Background: an optimization exercise with open tools, aiming at small area and a short achievable clock period. Do not read the settings as production practice.
In this exercise RTL edits were held to simulation tests only and were not proved equivalent to the original.

==> run a: inputs <==
## pipeline
module pipeline (
  input  CLK,
  input  [31:0]counter_in,
  input  [127:0]target_hash,
  input  reset,
  output reg found,
  output reg [31:0]found_word
);
export LEC_CHECK = 0
export ABC_AREA = 1
export CAP_MARGIN = 20
export CORE_MARGIN = 2
export CORE_UTILIZATION = 55
export SETUP_SLACK_MARGIN = 4.0
export SLEW_MARGIN = 20
create_clock -name core_clock -period 7.5 [get_ports {CLK}]
standard.sh (not shown) runs the stock make flow with config.mk's settings and CLKGATE_MAP_FILE= SYNTH_SCRIPT=/design/flow/synth_recipe.tcl, a recipe that flattens the netlist after the stock synthesis.
==> flow/flow/run.sh <==
#!/bin/bash
# Layout flow: the standard ORFS flow, with Yosys's full/half-adder
# extraction turned off (the RTL already spells out its adders as prefix
# networks) and more antenna-repair rounds after detailed routing.
set -euo pipefail
bash standard.sh ADDER_MAP_FILE= MAX_REPAIR_ANTENNAS_ITER_DRT=10 finish > standard.log 2>&1
==> inputs of run b, as changes to run a <==
CORE_UTILIZATION = 70   (was 55)
PLACE_DENSITY = 0.78   (was default)
==> inputs of run c, as changes to run a <==
==> flow/flow/run.sh (replaced) <==
#!/bin/bash
# Layout flow: the standard ORFS flow, with Yosys's full/half-adder
# extraction turned off (the RTL already spells out its adders as prefix
# networks), larger clock-tree sink clusters without dummy loads, and more
# antenna-repair rounds after detailed routing.
set -euo pipefail
bash standard.sh ADDER_MAP_FILE= MAX_REPAIR_ANTENNAS_ITER_DRT=10 \
  "CTS_ARGS=-sink_clustering_enable -repair_clock_nets -dont_use_dummy_load -sink_clustering_size 24 -sink_clustering_max_diameter 80" \
  finish > standard.log 2>&1
==> notes <==
- In run a the wire length is higher than in run c, by about 2.3%.
- Against run a, the critical path depth of run c is lower by 1.
- Run b did not get past 5_1_grt, error GRT-0116. Run a finished clean. Run c finished clean.
- Between run c and run a, the lower first-iteration DRC count is in run c (gap about 2.3%, measured against run a).

* * *

==> inputs of 06-02 <==
Another version of the RTL of pipeline (not shown whole).
export LEC_CHECK = 0
export ABC_AREA = 1
export CAP_MARGIN = 20
export CORE_MARGIN = 2
export CORE_UTILIZATION = 55
export PLACE_DENSITY = 0.68
export SETUP_SLACK_MARGIN = 3.8
export SLEW_MARGIN = 20
create_clock -name core_clock -period 7.5 [get_ports {CLK}]
==> flow/flow/run.sh <==
#!/bin/bash
# Layout flow: the standard ORFS flow, with Yosys's full/half-adder
# extraction turned off (the RTL already spells out its adders as prefix
# networks), larger clock-tree sink clusters without dummy loads, and more
# antenna-repair rounds after detailed routing.
set -euo pipefail
bash standard.sh ADDER_MAP_FILE= MAX_REPAIR_ANTENNAS_ITER_DRT=10 ENABLE_RESISTANCE_AWARE=1 \
  "CTS_ARGS=-sink_clustering_enable -repair_clock_nets -dont_use_dummy_load -sink_clustering_size 24 -sink_clustering_max_diameter 80" \
  finish > standard.log 2>&1
==> inputs of 04-23, as changes to 06-02 <==
Settings changed: SETUP_SLACK_MARGIN 3.8 to 3.6.
==> inputs of 07-08, as changes to 06-02 <==
--- a/flow/design.v
+++ b/flow/design.v
@@ -880,17 +880,29 @@
 always @(posedge CLK) c_44 <= b_43;
 reg  [31:0] d_44;
 always @(posedge CLK) d_44 <= c_43;
 reg  [31:0] w_45;
 always @(posedge CLK) w_45 <= w_44;
 wire [31:0] f_45 = b_44 ^ c_44 ^ d_44;
 wire [31:0] s137;
-add_sk u_s137 (.a(ap_44), .b(f_45), .s(s137));
-always @(posedge CLK) found <= eqadd(b_44, {s137[20:0], s137[31:21]}, q0) & eqadd(d_44, q0 ^ b_44 ^ c_44, q3) & eqadd(c_44, t21 ^ b_44, q2) & eqadd(b_44, bswap(w_45), q1);
-always @(posedge CLK) found_word <= w_45;
+add_bk u_s137 (.a(ap_44), .b(f_45), .s(s137));
+reg  [31:0] x_45;
+always @(posedge CLK) x_45 <= s137;
+reg  [31:0] b44_k;
+always @(posedge CLK) b44_k <= b_44;
+reg  ok46;
+always @(posedge CLK) ok46 <= eqadd(d_44, q0 ^ b_44 ^ c_44, q3);
+reg  ok47;
+always @(posedge CLK) ok47 <= eqadd(c_44, t21 ^ b_44, q2);
+reg  ok48;
+always @(posedge CLK) ok48 <= eqadd(b_44, bswap(w_45), q1);
+reg  [31:0] w_46;
+always @(posedge CLK) w_46 <= w_45;
+always @(posedge CLK) found <= eqadd(b44_k, {x_45[20:0], x_45[31:21]}, q0) & ok46 & ok47 & ok48;
+always @(posedge CLK) found_word <= w_46;
 endmodule
 module add_bk (input [31:0] a, input [31:0] b, output [31:0] s);
   wire [31:0] g0 = a & b;
   wire [31:0] p0 = a ^ b;
   wire g_0 = g0[1] | (p0[1] & g0[0]);
   wire g_1 = g0[3] | (p0[3] & g0[2]);
   wire p_1 = p0[3] & p0[2];
==> flow/flow/run.sh (replaced) <==
#!/bin/bash
# Layout flow: the standard ORFS flow, with Yosys's full/half-adder
# extraction turned off (the RTL already spells out its adders as prefix
# networks), larger clock-tree sink clusters without dummy loads, and more
# antenna-repair rounds after detailed routing.
set -euo pipefail
bash standard.sh ADDER_MAP_FILE= MAX_REPAIR_ANTENNAS_ITER_DRT=10 \
  "CTS_ARGS=-sink_clustering_enable -repair_clock_nets -dont_use_dummy_load -sink_clustering_size 24 -sink_clustering_max_diameter 80" \
  finish > standard.log 2>&1
Settings changed: PLACE_DENSITY 0.68 to default, SETUP_SLACK_MARGIN 3.8 to 3.6.
==> notes <==
Non-clock buffer count: 06-02 > 07-08 > 04-23.
Between 07-08 and 06-02, the lower clock skew is in 06-02 (gap 0.013 ns).
Worst setup slack, highest first: 06-02, 07-08, 04-23.
Synthesized area is about the same in 07-08 and 04-23.
Against 07-08, the wire length of 04-23 is larger by 5.1%.
Via count: 07-08 < 04-23 < 06-02.
Count of clock-buffer cells in the layout is the same in 04-23 and 06-02.
Core utilization: 06-02 > 07-08 > 04-23.
In die area, 07-08 and 04-23 hardly differ.

* * *

==> job 6425: inputs <==
pipeline, a different RTL version from the one above (not shown whole).
## pipeline
module pipeline (
  input  CLK,
  input  [31:0]counter_in,
  input  [127:0]target_hash,
  input  reset,
  output reg found,
  output reg [31:0]found_word
);
function [31:0] bswap(input [31:0] x);
  bswap = {x[7:0], x[15:8], x[23:16], x[31:24]};
endfunction
function eqadd(input [31:0] a, input [31:0] b, input [31:0] k);
  reg [31:0] cy;
  begin
    cy = {(a[30:0] & b[30:0]) | ((a[30:0] | b[30:0]) & ~k[30:0]), 1'b0};
    eqadd = ((a ^ b ^ k) == cy);
  end
endfunction
reg  [4:0]  step;
reg  [1:0]  ph;
reg  [31:0] q0, q1, q2, q3, t21, er;
wire busy = (step != 5'd22);
always @(posedge CLK)
  if (reset) begin step <= 5'd0; ph <= 2'd0; end
  else if (busy) begin
    ph <= (ph == 2'd2) ? 2'd0 : ph + 2'd1;
    if (ph == 2'd2) step <= step + 5'd1;
  end
reg  [31:0] ex, kc;
reg  [2:0]  rs;
wire [31:0] s001;
add_bk u_s001 (.a(~q0), .b(q1), .s(s001));
wire [31:0] dif = ~s001;   
always @* begin
  case (step)
    5'd0: begin ex = bswap(target_hash[95:64]); kc = 32'h10325478; rs = 3'd0; end
    5'd1: begin ex = bswap(target_hash[63:32]); kc = 32'h67452303; rs = 3'd0; end
    5'd2: begin ex = bswap(target_hash[31:0]); kc = 32'hefcdab8b; rs = 3'd0; end
    5'd3: begin ex = bswap(target_hash[127:96]); kc = 32'h98badd00; rs = 3'd0; end
    5'd4: begin ex = dif; kc = 32'h14792c70; rs = 3'd4; end
    5'd5: begin ex = dif; kc = 32'hd5282d46; rs = 3'd3; end
    5'd6: begin ex = dif; kc = 32'h42c50dcc; rs = 3'd2; end
    5'd7: begin ex = dif; kc = 32'h08ac817f; rs = 3'd1; end
    5'd8: begin ex = dif; kc = 32'hb1f7ee60; rs = 3'd4; end
    5'd9: begin ex = dif; kc = 32'h5cfebced; rs = 3'd3; end
    5'd10: begin ex = dif; kc = 32'h01d31921; rs = 3'd2; end
    5'd11: begin ex = dif; kc = 32'h905781b2; rs = 3'd1; end
    5'd12: begin ex = dif; kc = 32'h7a7ba1b0; rs = 3'd4; end
    5'd13: begin ex = dif; kc = 32'h00100b84; rs = 3'd3; end
    5'd14: begin ex = dif; kc = 32'h70f3336f; rs = 3'd2; end
    5'd15: begin ex = dif; kc = 32'h9aa4a63e; rs = 3'd1; end
  ...
==> flow/config.mk <==
export PLATFORM = sky130hd
export DESIGN_NAME = pipeline
export DESIGN_NICKNAME = pipeline
export VERILOG_FILES = /design/flow/design.v
export SDC_FILE = /design/flow/constraint.sdc
export NUM_CORES = 8
export LEC_CHECK = 0
export ABC_AREA = 1
export CAP_MARGIN = 20
export CORE_MARGIN = 2
export CORE_UTILIZATION = 55
export PLACE_DENSITY = 0.68
export SETUP_SLACK_MARGIN = 3.8
export SLEW_MARGIN = 20
==> flow/constraint.sdc <==
create_clock -name core_clock -period 7.5 [get_ports {CLK}]
set_input_delay 1.5000 -clock core_clock [delete_from_list [all_inputs] [get_ports {CLK}]]
set_output_delay 1.5000 -clock core_clock [all_outputs]
set_load 0.01 [all_outputs]
==> flow/flow/run.sh <==
#!/bin/bash
# Layout flow: the standard ORFS flow, with Yosys's full/half-adder
# extraction turned off (the RTL already spells out its adders as prefix
# networks), larger clock-tree sink clusters without dummy loads, and more
# antenna-repair rounds after detailed routing.
set -euo pipefail
bash standard.sh ADDER_MAP_FILE= MAX_REPAIR_ANTENNAS_ITER_DRT=10 ENABLE_RESISTANCE_AWARE=1 \
  "CTS_ARGS=-sink_clustering_enable -repair_clock_nets -dont_use_dummy_load -sink_clustering_size 24 -sink_clustering_max_diameter 80" \
  finish > standard.log 2>&1
==> job 8579 (differences from job 6425) <==
--- a/flow/flow/run.sh
+++ b/flow/flow/run.sh
@@ -7,3 +7,3 @@
 bash standard.sh ADDER_MAP_FILE= MAX_REPAIR_ANTENNAS_ITER_DRT=10 ENABLE_RESISTANCE_AWARE=1 \
-  "CTS_ARGS=-sink_clustering_enable -repair_clock_nets -dont_use_dummy_load -sink_clustering_size 24 -sink_clustering_max_diameter 80" \
+  "CTS_ARGS=-sink_clustering_enable -repair_clock_nets -dont_use_dummy_load -sink_clustering_size 28 -sink_clustering_max_diameter 90" \
   finish > standard.log 2>&1
--- a/flow/config.mk
+++ b/flow/config.mk
@@ -10,5 +10,5 @@
 export CORE_MARGIN = 2
-export CORE_UTILIZATION = 55
-export PLACE_DENSITY = 0.68
-export SETUP_SLACK_MARGIN = 3.8
+export CORE_UTILIZATION = 60
+export PLACE_DENSITY = 0.7
+export SETUP_SLACK_MARGIN = 3.6
 export SLEW_MARGIN = 20
==> comparison table <==
Number of cells traversed by the worst register-to-register path: job 8579 17; job 6425 28
Combined flip-flop and latch cell area: job 8579 142,000 µm²; job 6425 143,000 µm²
Cell seen most often among critical-path stages: job 8579 sky130_fd_sc_hd__nand3_1; job 6425 sky130_fd_sc_hd__nand2_1
Post-layout minimum cycle time: job 8579 3.98 ns; job 6425 3.80 ns
Starting Density: job 8579 60.2%; job 6425 55.2%
Synthesis-to-finish area growth: job 8579 9.36%; job 6425 13.9%
Status: job 8579 no timing/DRC/antenna violations; job 6425 no timing/DRC/antenna violations
Antenna Diode Count: job 8579 119; job 6425 115
Fmax achieved: job 8579 251 MHz; job 6425 263 MHz
Wire length of the first global-routing pass: job 8579 1,810,000 µm; job 6425 1,820,000 µm
RePlAce Congestion: job 8579 1.11; job 6425 1.07
Height of the chip: job 8579 760 µm; job 6425 793 µm
Number of resized instances in the post-cts repair step: job 8579 564; job 6425 1,256
Total number of cells along the worst setup path: job 8579 17; job 6425 28
Number of global-route vias before repair: job 8579 301k; job 6425 295k

==> static timing again, ports no longer ideal <==
The results above use ideal ports. As a check the final layouts listed here were re-extracted and re-timed, cells and wires unchanged. Step 1 (the two cells are an assumption about what drives the block):
set clk [get_ports {CLK}]
set_driving_cell -lib_cell sky130_fd_sc_hd__clkbuf_16 $clk
set_driving_cell -lib_cell sky130_fd_sc_hd__buf_2 [delete_from_list [all_inputs] $clk]
Step 2 times the ports against the registers' clock, not the clock port: input delays grow and output delays shrink by t, the midpoint of the rising clock arrivals with the driver on. Slacks: no drivers / after step 1 / after step 2; pairs: no drivers / after step 1.
run	t, ns	setup WS [ns]	worst setup path at the end
run a	1.342	3.929 / 3.922 / 3.915	input to register
run c	1.228	3.939 / 3.920 / 3.939	register to register
06-02	1.247	3.767 / 3.718 / 3.512	input to register
04-23	1.240	3.586 / 3.528 / 3.184	input to register
07-08	1.235	3.641 / 3.641 / 3.577	input to register
job 6425	1.239	3.697 / 3.564 / 3.098	input to register
job 8579	1.193	3.515 / 3.515 / 3.168	input to register
After both steps every run listed still meets setup and hold. The setup slack of job 6425, which loses most, moves by -0.133 ns with the drivers and by -0.599 ns with both steps.
